This is an optimization exercise on Yosys and OpenROAD, whose aim is small area, not a production implementation.
Only simulation tests tie the RTL to the original design; equivalence was not proved.
No activity file was given, so power comes from the tool's default toggle rates.

==> flow/design.v <==
module bcd_to_seg(
    input [3:0] bcd,
    output reg [7:0] seg
    );
    always @ (bcd) begin
        case(bcd)
            4'h0: seg = 8'hC0;
            4'h1: seg = 8'hF9;
            4'h2: seg = 8'hA4;
            4'h3: seg = 8'hB0;
            4'h4: seg = 8'h99;
            4'h5: seg = 8'h92;
            4'h6: seg = 8'h82;
            4'h7: seg = 8'hF8;
            4'h8: seg = 8'h80;
            4'h9: seg = 8'h90;
            4'hA: seg = 8'h88;
            4'hB: seg = 8'h83;
            4'hC: seg = 8'hC6;
            4'hD: seg = 8'hA1;
            4'hE: seg = 8'h7F; 
            4'hF: seg = 8'hFF; 
            default: seg = 8'hC0;
        endcase
    end
endmodule
module btn_debounce #(parameter DIV = 100)(
    clk,
    reset,
    i_btn,
    o_btn
    );
    input clk;
    input reset;
    input i_btn;
    output o_btn;
    reg [7:0] q_reg;
    reg [7:0] q_next;
    reg r_edge_detect;
    wire btn_debounce;
    reg [$clog2(DIV)-1:0] counter_reg;
    reg [$clog2(DIV)-1:0] counter_next;
    reg r_1khz;
    always @(posedge clk, posedge reset) begin
        if (reset) begin
            counter_reg <= 0;
            r_1khz <= 0;
        end
        else begin
            if(counter_reg == DIV - 1)begin  
                counter_reg <= 0;
                r_1khz <= 1'b1;
            end 
            else begin  
                counter_reg <= counter_reg + 1;
                r_1khz <= 1'b0;
            end
        end
    end
    always @(posedge clk, posedge reset) begin
        if(reset)begin
            q_reg <= 0;
        end
        else if(r_1khz) begin  
            q_reg <= q_next;
        end
    end
    always @(i_btn, r_1khz, q_reg) begin  
        q_next =  {i_btn, q_reg[7:1]};  
    end
    assign btn_debounce = &q_reg;
    always @(posedge clk, posedge reset) begin
        if(reset) begin
            r_edge_detect <= 0;
        end
        else begin
            r_edge_detect <= btn_debounce;
        end
    end
    assign o_btn = btn_debounce & (~r_edge_detect);
endmodule
module clk_div_100 (
    input clk,
    input reset,
    input run,
    input clear,
    output o_clk
);
    parameter FCOUNT = 1;  
    localparam CW = (FCOUNT > 1) ? $clog2(FCOUNT) : 1;
    reg [CW-1:0] count_reg, count_next;
    reg clk_reg, clk_next; 
    assign o_clk = clk_reg; 
    always @(posedge clk, posedge reset) begin
        if(reset) begin
            count_reg <= 0;
            clk_reg <= 0;
        end
        else begin
            count_reg <= count_next;
            clk_reg <= clk_next;
        end
    end
    always @(*) begin
        count_next = count_reg;
        clk_next = 0;
        if(run) begin
            if(count_reg == (FCOUNT - 1)) begin
                count_next = 0;
                clk_next = 1'b1;
            end
            else begin
                count_next = count_reg + 1;
                clk_next = 1'b0;
            end
        end
        else if(clear) begin
            count_next = 0;
            clk_next = 0;
        end
    end
endmodule
module clk_divider_fnd #(parameter FCOUNT = 4)(  
    input clk,
    input reset,
    output o_clk
    );
    reg [$clog2(FCOUNT):0] r_counter;
    reg r_o_clk;
    assign o_clk = r_o_clk;
    always @(posedge clk, posedge reset) 
    begin
        if(reset)
        begin
            r_counter <= 0;
            r_o_clk <= 0;
        end
        else
        begin
            if(r_counter == FCOUNT - 1) 
            begin  
                r_counter <= 0;
                r_o_clk <= 1;
            end 
            else
            begin
                r_counter <= r_counter + 1;
                r_o_clk <= 0;  
            end
        end
    end
endmodule
module counter_8(
    input clk,
    input reset,
    input en,
    output [2:0] o_sel
    );
    reg [2:0] r_counter;
    always @(posedge clk, posedge reset) begin
        if(reset)
        begin
            r_counter <= 3'b000;
        end
        else if(en)
        begin
            r_counter <= r_counter + 3'b001;
        end
    end
    assign o_sel = r_counter;
endmodule
module decoder_3x8(
    input [2:0] btn,
    output reg [3:0] seg_comm
    );
    always @(btn)begin
        case(btn)
            3'b000: seg_comm = 4'b1110;
            3'b001: seg_comm = 4'b1101;
            3'b010: seg_comm = 4'b1011;
            3'b011: seg_comm = 4'b0111;
            3'b100: seg_comm = 4'b1110;
            3'b101: seg_comm = 4'b1101;
            3'b110: seg_comm = 4'b1011;
            3'b111: seg_comm = 4'b0111;
            default: seg_comm = 4'b1111;
        endcase
    end
endmodule
module digit_split #(parameter BIT_WIDTH = 7)(
    input [BIT_WIDTH-1:0] bcd,
    output [3:0] digit_1,
    output [3:0] digit_10
    );
    assign digit_1 = bcd % 10;
    assign digit_10 = bcd / 10 % 10;
endmodule
module mux_4x1(
    input [1:0] selection,
    input [3:0] digit_1,
    input [3:0] digit_10,
    input [3:0] digit_100,
    input [3:0] digit_1000,
    output [3:0] bcd
    );
    reg [3:0] r_bcd;
    assign bcd = r_bcd;
    always @(selection, digit_1, digit_10, digit_100, digit_1000) begin
        case (selection)
            3'b000: r_bcd = digit_1;
            3'b001: r_bcd = digit_10;
            3'b010: r_bcd = digit_100;
            3'b011: r_bcd = digit_1000;
            default: r_bcd = 4'bxxxx;
        endcase
    end
endmodule
module mux_8x1(
    input [2:0] selection,
    input [3:0] digit_1,
    input [3:0] digit_10,
    input [3:0] digit_100,
    input [3:0] digit_1000,
    input [3:0] x4,
    input [3:0] x5,
    input [3:0] x6,
    input [3:0] x7,
    output [3:0] bcd
    );
    reg [3:0] r_bcd;
    assign bcd = r_bcd;
    always @(*) begin
        case (selection)
            3'b000: r_bcd = digit_1;
            3'b001: r_bcd = digit_10;
            3'b010: r_bcd = digit_100;
            3'b011: r_bcd = digit_1000;
            3'b100: r_bcd = x4;
            3'b101: r_bcd = x5;
            3'b110: r_bcd = x6;
            3'b111: r_bcd = x7;
            default: r_bcd = 4'hf;
        endcase
    end
endmodule
module fnd_control(
    input clk,
    input reset,
    input sw_mode,
    input [6:0] msec,
    input [5:0] sec,
    input [5:0] min,
    input [4:0] hour,
    output [3:0] fnd_comm,
    output [7:0] fnd_font
    );
    wire w_clk_200hz;
    wire [3:0] w_digit_msec_1;
    wire [3:0] w_digit_msec_10;
    wire [3:0] w_digit_sec_1;
    wire [3:0] w_digit_sec_10;
    wire [3:0] w_digit_min_1;
    wire [3:0] w_digit_min_10;
    wire [3:0] w_digit_hour_1;
    wire [3:0] w_digit_hour_10;
    wire [2:0] w_sel;
    wire [3:0] w_bcd;
    wire [3:0] w_min_hour;
    wire [3:0] w_msec_sec;
    wire [3:0] w_dot;
    clk_divider_fnd U_clk_div_200hz(
        .clk(clk),
        .reset(reset),
        .o_clk(w_clk_200hz)
    );
    counter_8 U_counter_8(
        .clk(clk),
        .en(w_clk_200hz),
        .reset(reset),
        .o_sel(w_sel)
    );
    decoder_3x8 U_dec(
        .btn(w_sel),
        .seg_comm(fnd_comm)
    );
    digit_split #(.BIT_WIDTH(7))
    U_digit_split_msec(
        .bcd(msec), 
        .digit_1(w_digit_msec_1),
        .digit_10(w_digit_msec_10)
    );
    digit_split #(.BIT_WIDTH(6))
    U_digit_split_sec(
        .bcd(sec), 
        .digit_1(w_digit_sec_1),
        .digit_10(w_digit_sec_10)
    );
    digit_split #(.BIT_WIDTH(6))
    U_digit_split_min(
        .bcd(min), 
        .digit_1(w_digit_min_1),
        .digit_10(w_digit_min_10)
    );
    digit_split #(.BIT_WIDTH(5))
    U_digit_split_hour(
        .bcd(hour), 
        .digit_1(w_digit_hour_1),
        .digit_10(w_digit_hour_10)
    ); 
    assign w_dot = (w_digit_msec_10<5)? 4'hE : 4'hf;
    mux_8x1 U_mux_8x1_min_hour(
        .selection(w_sel),
        .digit_1(w_digit_min_1), 
        .digit_10(w_digit_min_10), 
        .digit_100(w_digit_hour_1), 
        .digit_1000(w_digit_hour_10), 
        .x4(4'hf),
        .x5(4'hf),
        .x6(w_dot),
        .x7(4'hf),
        .bcd(w_min_hour)
    );
    mux_8x1 U_mux_8x1_msec_sec(
        .selection(w_sel),
        .digit_1(w_digit_msec_1), 
        .digit_10(w_digit_msec_10), 
        .digit_100(w_digit_sec_1), 
        .digit_1000(w_digit_sec_10), 
        .x4(4'hf),
        .x5(4'hf),
        .x6(w_dot),
        .x7(4'hf),
        .bcd(w_msec_sec)
    );
    assign w_bcd = sw_mode ? w_min_hour : w_msec_sec;
    bcd_to_seg U_btc(
        .bcd(w_bcd),
        .seg(fnd_font)
    );
endmodule
module time_counter #(
    parameter TICK_COUNT = 100, 
    parameter BIT_WIDTH = 7)
    (
    input clk,
    input reset,
    input tick,
    input clear,
    input add,
    output [BIT_WIDTH-1:0] o_time,
    output o_tick
);
    reg [$clog2(TICK_COUNT)-1:0] count_reg;
    reg [$clog2(TICK_COUNT)-1:0] count_next;
    reg tick_reg;
    reg tick_next;
    assign o_time = count_reg;
    assign o_tick = tick_reg;
    always @(posedge clk, posedge reset) begin
        if(reset) begin
            count_reg <= 0;
            tick_reg <= 0;
        end
        else begin
            count_reg <= count_next;
            tick_reg <= tick_next;
        end
    end
    always @(*) begin
        count_next = count_reg;
        tick_next = 0;
        if (clear) begin
            count_next = 0;
        end
        else if(tick) begin
            if(count_reg == TICK_COUNT - 1) begin
                count_next = 0;
                tick_next = 1;
            end
            else begin
                count_next = count_reg + 1;
                tick_next = 0;
            end
        end
        else if(add) begin
            if(count_reg == TICK_COUNT - 1) begin
                count_next = 0;
                tick_next = 1;
            end
            else begin
                count_next = count_reg + 1;
                tick_next = 0;
            end
        end
    end
endmodule
module stopwatch_DP(
    input clk,
    input reset,
    input run,
    input clear,
    input [2:0] add,
    output [6:0] msec,
    output [5:0] sec,
    output [5:0] min,
    output [4:0] hour
    );
    wire w_clk_100hz;
    wire w_msec_tick;
    wire w_sec_tick;
    wire w_min_tick;
    time_counter #(
        .TICK_COUNT(100), 
        .BIT_WIDTH (7)
    ) U_Time_Msec(
        .clk(clk),
        .reset(reset),
        .tick(w_clk_100hz),
        .clear(clear),
        .add(1'b0),
        .o_time(msec),
        .o_tick(w_msec_tick)
    );
    time_counter #(
        .TICK_COUNT(60), 
        .BIT_WIDTH (6)
    ) U_Time_Sec(
        .clk(clk),
        .reset(reset),
        .tick(w_msec_tick),
        .clear(clear),
        .add(add[0]),
        .o_time(sec),
        .o_tick(w_sec_tick)
    );
    time_counter #(
        .TICK_COUNT(60), 
        .BIT_WIDTH (6)
    ) U_Time_Min(
        .clk(clk),
        .reset(reset),
        .tick(w_sec_tick),
        .clear(clear),
        .add(add[1]),
        .o_time(min),
        .o_tick(w_min_tick)
    );
    time_counter #(
        .TICK_COUNT(24), 
        .BIT_WIDTH (5)
    ) U_Time_Hour(
        .clk(clk),
        .reset(reset),
        .tick(w_min_tick),
        .clear(clear),
        .add(add[2]),
        .o_time(hour),
        .o_tick()
    );
    clk_div_100 U_Clk_Div(
        .clk(clk),
        .reset(reset),
        .run(run),
        .clear(clear),
        .o_clk(w_clk_100hz)
    );
endmodule
module stopwatch_cu(
    input clk,
    input reset,
    input cs,
    input i_btn_run,
    input i_btn_clear,
    output reg o_run,
    output reg o_clear,
    output [2:0] o_add
    );
    parameter STOP = 2'b00;
    parameter RUN = 2'b01;
    parameter CLEAR = 2'b10;
    reg [1:0] state;
    reg [1:0] next;
    assign o_add = 3'b000;
    always @(posedge clk, posedge reset) begin
        if(reset) begin
            state <= STOP;
        end
        else if(cs) begin
            state <= next;
        end
    end
    always @(*) begin
        next = state;
        case (state)
            STOP: begin
                if(i_btn_run) next = RUN;
                else if (i_btn_clear) next = CLEAR;
            end
            RUN: begin
                if(i_btn_run) next = STOP;
            end
            CLEAR: begin
                next = STOP; 
            end
        endcase
    end
    always @(*) begin
        o_run = 0;
        o_clear = 0;
        case (state)
            STOP: begin
                o_run = 0;
                o_clear = 0;
            end 
            RUN: begin
                o_run = 1;
                o_clear = 0;
            end
            CLEAR: begin
                o_clear = 1;
            end
        endcase
    end
endmodule
module watch_cu(
    input clk,
    input reset,
    input cs,
    input [2:0] i_btn_add,
    output o_run,
    output o_clear,
    output  [2:0] o_add
    );
    reg [2:0] r_add;
    assign o_run = 1'b1;
    assign o_clear = 1'b0;
    assign o_add = r_add;
    always @(posedge clk, posedge reset) begin
        if(reset) begin
            r_add <= 0;
        end
        else if(cs)begin
            r_add <= i_btn_add;
        end
        else begin
            r_add <= 0;
        end
    end
endmodule
module sw_mode_wt_st (
    input i_sw_mode,
    input [6:0] stw_msec,
    input [5:0] stw_sec, 
    input [5:0] stw_min,
    input [4:0] stw_hour,
    input [6:0] wt_msec,
    input [5:0] wt_sec, 
    input [5:0] wt_min,
    input [4:0] wt_hour,
    output [6:0] w_msec,
    output [5:0] w_sec, 
    output [5:0] w_min,
    output [4:0] w_hour
);
    assign w_msec = i_sw_mode ? wt_msec : stw_msec;
    assign w_sec = i_sw_mode ? wt_sec : stw_sec;
    assign w_min = i_sw_mode ? wt_min : stw_min;
    assign w_hour = i_sw_mode ? wt_hour + 5'd12 : stw_hour;
endmodule
module top_stopwatch(
    input clk,
    input reset,
    input i_btn_run,
    input i_btn_clear,
    input [1:0] i_btn_add,
    input [1:0] i_sw_mode,
    output [3:0] fnd_comm,
    output [7:0] fnd_font,
    output [3:0] led
    );
    wire w_run, w_clear, w_o_run, w_o_clear;
    wire [6:0] stw_msec;
    wire [5:0] stw_sec, stw_min;
    wire [4:0] stw_hour;
    wire [6:0] wt_msec;
    wire [5:0] wt_sec, wt_min;
    wire [4:0] wt_hour;
    wire [6:0] w_msec;
    wire [5:0] w_sec, w_min;
    wire [4:0] w_hour;
    wire [2:0] w_st_add;
    wire w_wt_clear;
    wire w_wt_run;
    wire [1:0] w_add;
    wire [2:0] w_o_add;
    btn_debounce U_Btn_RUN(
        .clk(clk),
        .reset(reset),
        .i_btn(i_btn_run),
        .o_btn(w_run)
    );
    btn_debounce U_Btn_CLEAR(
        .clk(clk),
        .reset(reset),
        .i_btn(i_btn_clear),
        .o_btn(w_clear)
    );
    stopwatch_cu U_StopWatch_Control_Unit(
        .clk(clk),
        .reset(reset),
        .cs(~i_sw_mode[1]),
        .i_btn_run(w_run),
        .i_btn_clear(w_clear),
        .o_run(w_o_run),
        .o_clear(w_o_clear),
        .o_add(w_st_add)
    );
    stopwatch_DP U_StopWatch_DP(
        .clk(clk),
        .reset(reset),
        .run(w_o_run),
        .clear(w_o_clear),
        .add(w_st_add),
        .msec(stw_msec),
        .sec(stw_sec),
        .min(stw_min),
        .hour(stw_hour)
    );
    btn_debounce U_Btn_ADD0( 
        .clk(clk),
        .reset(reset),
        .i_btn(i_btn_add[0]),
        .o_btn(w_add[0])
    );
    btn_debounce U_Btn_ADD1( 
        .clk(clk),
        .reset(reset),
        .i_btn(i_btn_add[1]),
        .o_btn(w_add[1])
    );
    watch_cu U_Watch_Control_Unit(
        .clk(clk),
        .reset(reset),
        .cs(i_sw_mode[1]),
        .i_btn_add({w_clear, w_add}),
        .o_run(w_wt_run),
        .o_clear(w_wt_clear),
        .o_add(w_o_add)
    );
    stopwatch_DP U_Watch_DP(
        .clk(clk),
        .reset(reset),
        .run(w_wt_run),
        .clear(w_wt_clear),
        .add(w_o_add),
        .msec(wt_msec),
        .sec(wt_sec),
        .min(wt_min),
        .hour(wt_hour)
    );
    sw_mode_wt_st U_sw_mode_wt_st(
        .i_sw_mode(i_sw_mode[1]),
        .stw_msec(stw_msec),
        .stw_sec(stw_sec), 
        .stw_min(stw_min),
        .stw_hour(stw_hour),
        .wt_msec(wt_msec),
        .wt_sec(wt_sec), 
        .wt_min(wt_min),
        .wt_hour(wt_hour),
        .w_msec(w_msec),
        .w_sec(w_sec), 
        .w_min(w_min),
        .w_hour(w_hour)
    );
    fnd_control U_Fnd_Cntrl(
        .clk(clk),
        .reset(reset),
        .sw_mode(i_sw_mode[0]), 
        .msec(w_msec),
        .sec(w_sec),
        .min(w_min),
        .hour(w_hour),
        .fnd_comm(fnd_comm),
        .fnd_font(fnd_font)
    );
    assign led = (i_sw_mode == 2'b00) ? 4'b0001 : (i_sw_mode == 2'b01) ? 4'b0010 : (i_sw_mode == 2'b10) ? 4'b0100 : 4'b1000;
endmodule
==> flow/run.sh <==
#!/bin/bash
# synth_recipe.tcl (not shown) runs the flow's synth.tcl, then flattens the netlist and writes it again
# the make line also repeats each setting of config.mk as NAME=value (left out here)
make -C /OpenROAD-flow-scripts/flow DESIGN_CONFIG=/design/flow/config.mk WORK_HOME=/design/flow/orfs CLKGATE_MAP_FILE= SYNTH_SCRIPT=/design/flow/synth_recipe.tcl finish
==> flow/config.mk <==
export PLATFORM = sky130hd
export DESIGN_NAME = top_stopwatch
export DESIGN_NICKNAME = top_stopwatch
export VERILOG_FILES = /design/flow/design.v
export SDC_FILE = /design/flow/constraint.sdc
export NUM_CORES = 4
export LEC_CHECK = 0
export CAP_MARGIN = 20
export CORE_MARGIN = 2
export CORE_UTILIZATION = 40
export SLEW_MARGIN = 20
==> flow/constraint.sdc <==
create_clock -name core_clock -period 12.0 [get_ports {clk}]
set_input_delay 2.4000 -clock core_clock [delete_from_list [all_inputs] [get_ports {clk}]]
set_output_delay 2.4000 -clock core_clock [all_outputs]
set_load 0.01 [all_outputs]
==> impl_metrics.py <==
metrics = {
    "place": {
        "io_buffers": 23,
        "place_congestion": 0.886,
        "dp_hpwl_um": 13900,
    },
    "clock_network": {
        "cts_buffers": 17,
        "clock-sinks": 136,
        "htree_levels": 4,
        "cts_tree": "yes",
        "clock_path_buffers": 2,
        "clock_latency_ns": 0.42,
        "post_cts_resized": 0,
        "post_cts_buffers": 0,
        "cts_hold_buffers": 0,
        "cts.clk_slew.worst_paths_ns": 0.06,
        "cts_root_buf": "clkbuf_16",
    },
    "pwr": {
        "p_clk_share_pct": 42.4,
        "p_leak_uw": 0.00427,
        "powerDensity_nw_per_um2": 120,
        "ir_worst_vdd_v": 0.000104,
        "p_int_uw": 842,
        "switchingPower_uw": 359,
        "swShare_pct": 29.9,
        "p_seq_share_pct": 40.4,
        "p_comb_share_pct": 17.2,
    },
    "cells_and_area": {
        "layout_commonest_cell": "dfrtp_1",
        "syn_to_final_growth_pct": 10.8,
        "layout_common_cells": "dfrtp_1, nor2_1, nand2_1",
        "fillers": 2170,
        "drive_gt1_share_pct": 11.9,
        "layout.nets": 1038,
        "antenna-diode-count": 0,
    },
    "synthesis": {
        "netlist_instances": 975,
        "syn_avg_cell_area_sq_um": 9.29,
        "ys_types": 86,
        "synth-main-ff-cell": "dfrtp_1",
        "ys_async_sr_fraction_pct": 100,
        "synth_edf_count": 0,
        "synth_warnings": 12,
        "synth_seq_cells": 136,
        "ys_seq_area_share_pct": 37.6,
        "syn_area_sq_um": 9060,
        "syn-num-nets": 1031,
    },
    "global_route": {
        "grt_pass1_vias": 6816,
        "antenna_found_initial": 0,
        "gr-total-overflow": 0,
        "grtUsageTotal_pct": 16.7,
        "grt_first_pass_wirelength_um": 33100,
        "grt_max_degree": 83,
    },
    "min_path": {
        "hold_class": "flip-flop to flip-flop",
    },
    "critical_path": {
        "crit_path_max_incr_delay_ns": 0.60,
        "crit_path_end_kind": "output port",
        "crit_path_top_delay_cell": "buf_2",
        "path_cells": "buf_2 > mux2_2 > nor2_1 > inv_1 > ha_1 > nand2b_1 > a21oi_1 > nor3_1 > nor4_1 > ha_1 > o21ai_0 > and3b_4 > nor3_4 > ha_1 > nand2_1 > a311oi_1 > o21ai_2 > nand2_1 > mux2_1 > mux2_2 > clkdlybuf4s50_1",
        "path_common_cell": "ha_1",
        "start_kind": "input pin",
        "crit_arrival_ns": 8.50,
        "required_ns": 9.60,
        "r2r_slack_ns": 10.19,
        "critPathMaxFanout": 33,
        "crit_type": "input pin to output port",
    },
    "outcome": {
        "outcome": "timing/DRC/antenna clean",
    },
    "sta": {
        "hold_viol": 0,
        "fin_crit_sh_pct": 90.8,
        "max_slew_margin_pct": 38.1,
        "hold-worst-slack_ns": 0.401,
        "finalSetupViolations": 0,
        "grt_setup_unrepaired": "false",
        "slew_viol_final": 0,
        "skew_ns": 0.00954,
        "fmax_ghz": 0.0918,
        "fin_setup_tns_ns": 0,
        "period_needed_ns": 10.90,
        "tightest_slew_ns": 0.903,
    },
    "job": {
        "drv_cap": 0,
    },
    "die": {
        "rows": 55,
        "die_width_um": 155,
        "core_area_sq_um": 22400,
        "io_pins": 24,
        "initial_utilization_pct": 40.4,
        "die-area_sq_um": 23900,
        "die_y_um": 155,
    },
    "route": {
        "vias": 7188,
        "routed_wl_um": 19300,
        "first_pass_iters": 5,
        "vias_per_cell": 5.62,
        "drt-initial-drc-count": 459,
        "ant_nets": 0,
        "wl_per_cell_um": 15.1,
        "drc": 0,
    },
}
[per-layer routing]
layer	routed length, um	GRT usage (%)
met5	0	0
met1	9370	22.5
met2	8960	27.2
met3	591	3.00
met4	351	5.34
[path summary, 6_finish.rpt]
kind | startpoint | endpoint | cells past startpoint
worst min register to register | U_Btn_ADD0.r_edge_detect | U_Watch_Control_Unit.r_add[0] | 1
worst min-delay path | U_Btn_ADD0.r_edge_detect | U_Watch_Control_Unit.r_add[0] | 1
max in group asynchronous | reset | U_StopWatch_DP.U_Time_Hour.count_reg[3] | 3
worst max register to register | U_Btn_CLEAR.q_reg[7] | U_StopWatch_Control_Unit.state[1] | 6
min in group asynchronous | reset | U_Btn_RUN.counter_reg[0] | 2
worst max-delay path | i_sw_mode[1] | fnd_font[6] | 21
[stage by stage]
stage	total power, uW	setup WS, ns	instances	cell area [sq um]	util (%)
6_report	1200	1.10	1280	10000	44.7
3_3_place_gp	698	1.33	1248	9460	42.1
4_1_cts	1210	1.15	1280	10000	44.7
5_1_grt	1260	0.540	1280	10000	44.7
2_1_floorplan	654	2.84	975	9060	-
3_5_place_dp	700	1.17	1248	9460	42.1
[critical path: cells and delay by family]
kind	cells	cell delay, ns
adders and majority gates	3	0.97
AOI/OAI and AO/OA	4	0.76
and+or+nand+nor	8	2.00
buffers and inverters	3	1.23
muxes	3	1.15
[power groups by stage]
stage,Sequential [uW],Clock [uW],Combinational (uW)
after global routing,487,541,231
after detailed placement,493,0,206
after floorplan,488,0,165
final,485,509,207
after CTS,485,521,207
after global placement,493,0,205
[cell type report]
type                            count  area [sq um]  share of cell area (%)
Clock buffer                       19           443                    4.41
Multi-Input combinational cell    756          5270                    52.5
Clock inverter                     13           134                    1.33
Timing Repair Buffer               27           259                    2.58
Inverter                           44           170                    1.70
Sequential cell                   136          3400                    33.9
Tap cell                          285           357                    3.55
[cells by family (layout without fill, tap and decap cells)]
kind of cell,after synthesis,count (layout),synth area share (%)
buffers and inverters,83,103,4.27
AO/OA/AOI/OAI,233,233,17.7
other,1,1,0.0414
flip-flops,136,136,37.6
XOR/XNOR,27,27,2.61
multiplexers,90,90,11.7
AND/OR/NAND/NOR,356,356,19.4
adder cells (fa/ha/maj),49,49,6.74
[synth_stat cells, types with 5 or more instances]
library cell / count / area (sq um)
a211o_1: 5 / 43.8
a211oi_1: 11 / 82.6
a21o_1: 13 / 97.6
a21oi_1: 50 / 250
a311oi_1: 7 / 61.3
a31oi_1: 8 / 50.1
and2_1: 5 / 31.3
and3_1: 9 / 56.3
buf_2: 9 / 45.0
buf_6: 7 / 78.8
clkbuf_1: 20 / 75.1
dfrtp_1: 136 / 3400
ha_1: 48 / 601
inv_1: 38 / 143
inv_2: 5 / 18.8
mux2_2: 45 / 507
mux2i_1: 34 / 340
nand2_1: 76 / 285
nand2b_1: 11 / 68.8
nand3_1: 37 / 185
nand3b_1: 7 / 52.6
nand4_1: 23 / 144
nor2_1: 104 / 390
nor2b_1: 16 / 100
nor3_1: 30 / 150
nor3b_1: 9 / 67.6
nor4_1: 7 / 43.8
o211ai_1: 8 / 60.1
o21a_1: 6 / 45.0
o21ai_0: 57 / 285
o22ai_1: 9 / 56.3
o31ai_1: 6 / 45.0
or3_1: 5 / 31.3
xnor2_1: 18 / 158
xor2_1: 9 / 78.8

[re-timing with driven ports]
The flow's constraints put no driver on any port. The routed layout listed below was extracted and timed again, unchanged, in two steps.
Step 1 sets driving cells, clkbuf_16 on the clock port and buf_2 on the other inputs (assumed; they add their load-dependent delay and slew).
Step 2 adds t to the input delays and takes it off the output delays; t is the mean of the earliest and latest rising clock arrival at the registers after step 1. Input paths then give back, and output paths get back, about the clock's delay inside the block.
Three values: ideal, step 1, step 2; two values: the first two.
shift t [ns]: 0.457
slack for setup (ns): 1.103 / 1.078 / 1.078
worst hold slack (ns): 0.401 / 0.401 / 0.401
worst data-port slew with drivers (ns): 0.03
cell pins on the clock port's net: 1
After both steps setup and hold are still met in this run. For this run, drivers alone change the setup slack by -0.025 ns; drivers and shift together by -0.025 ns.
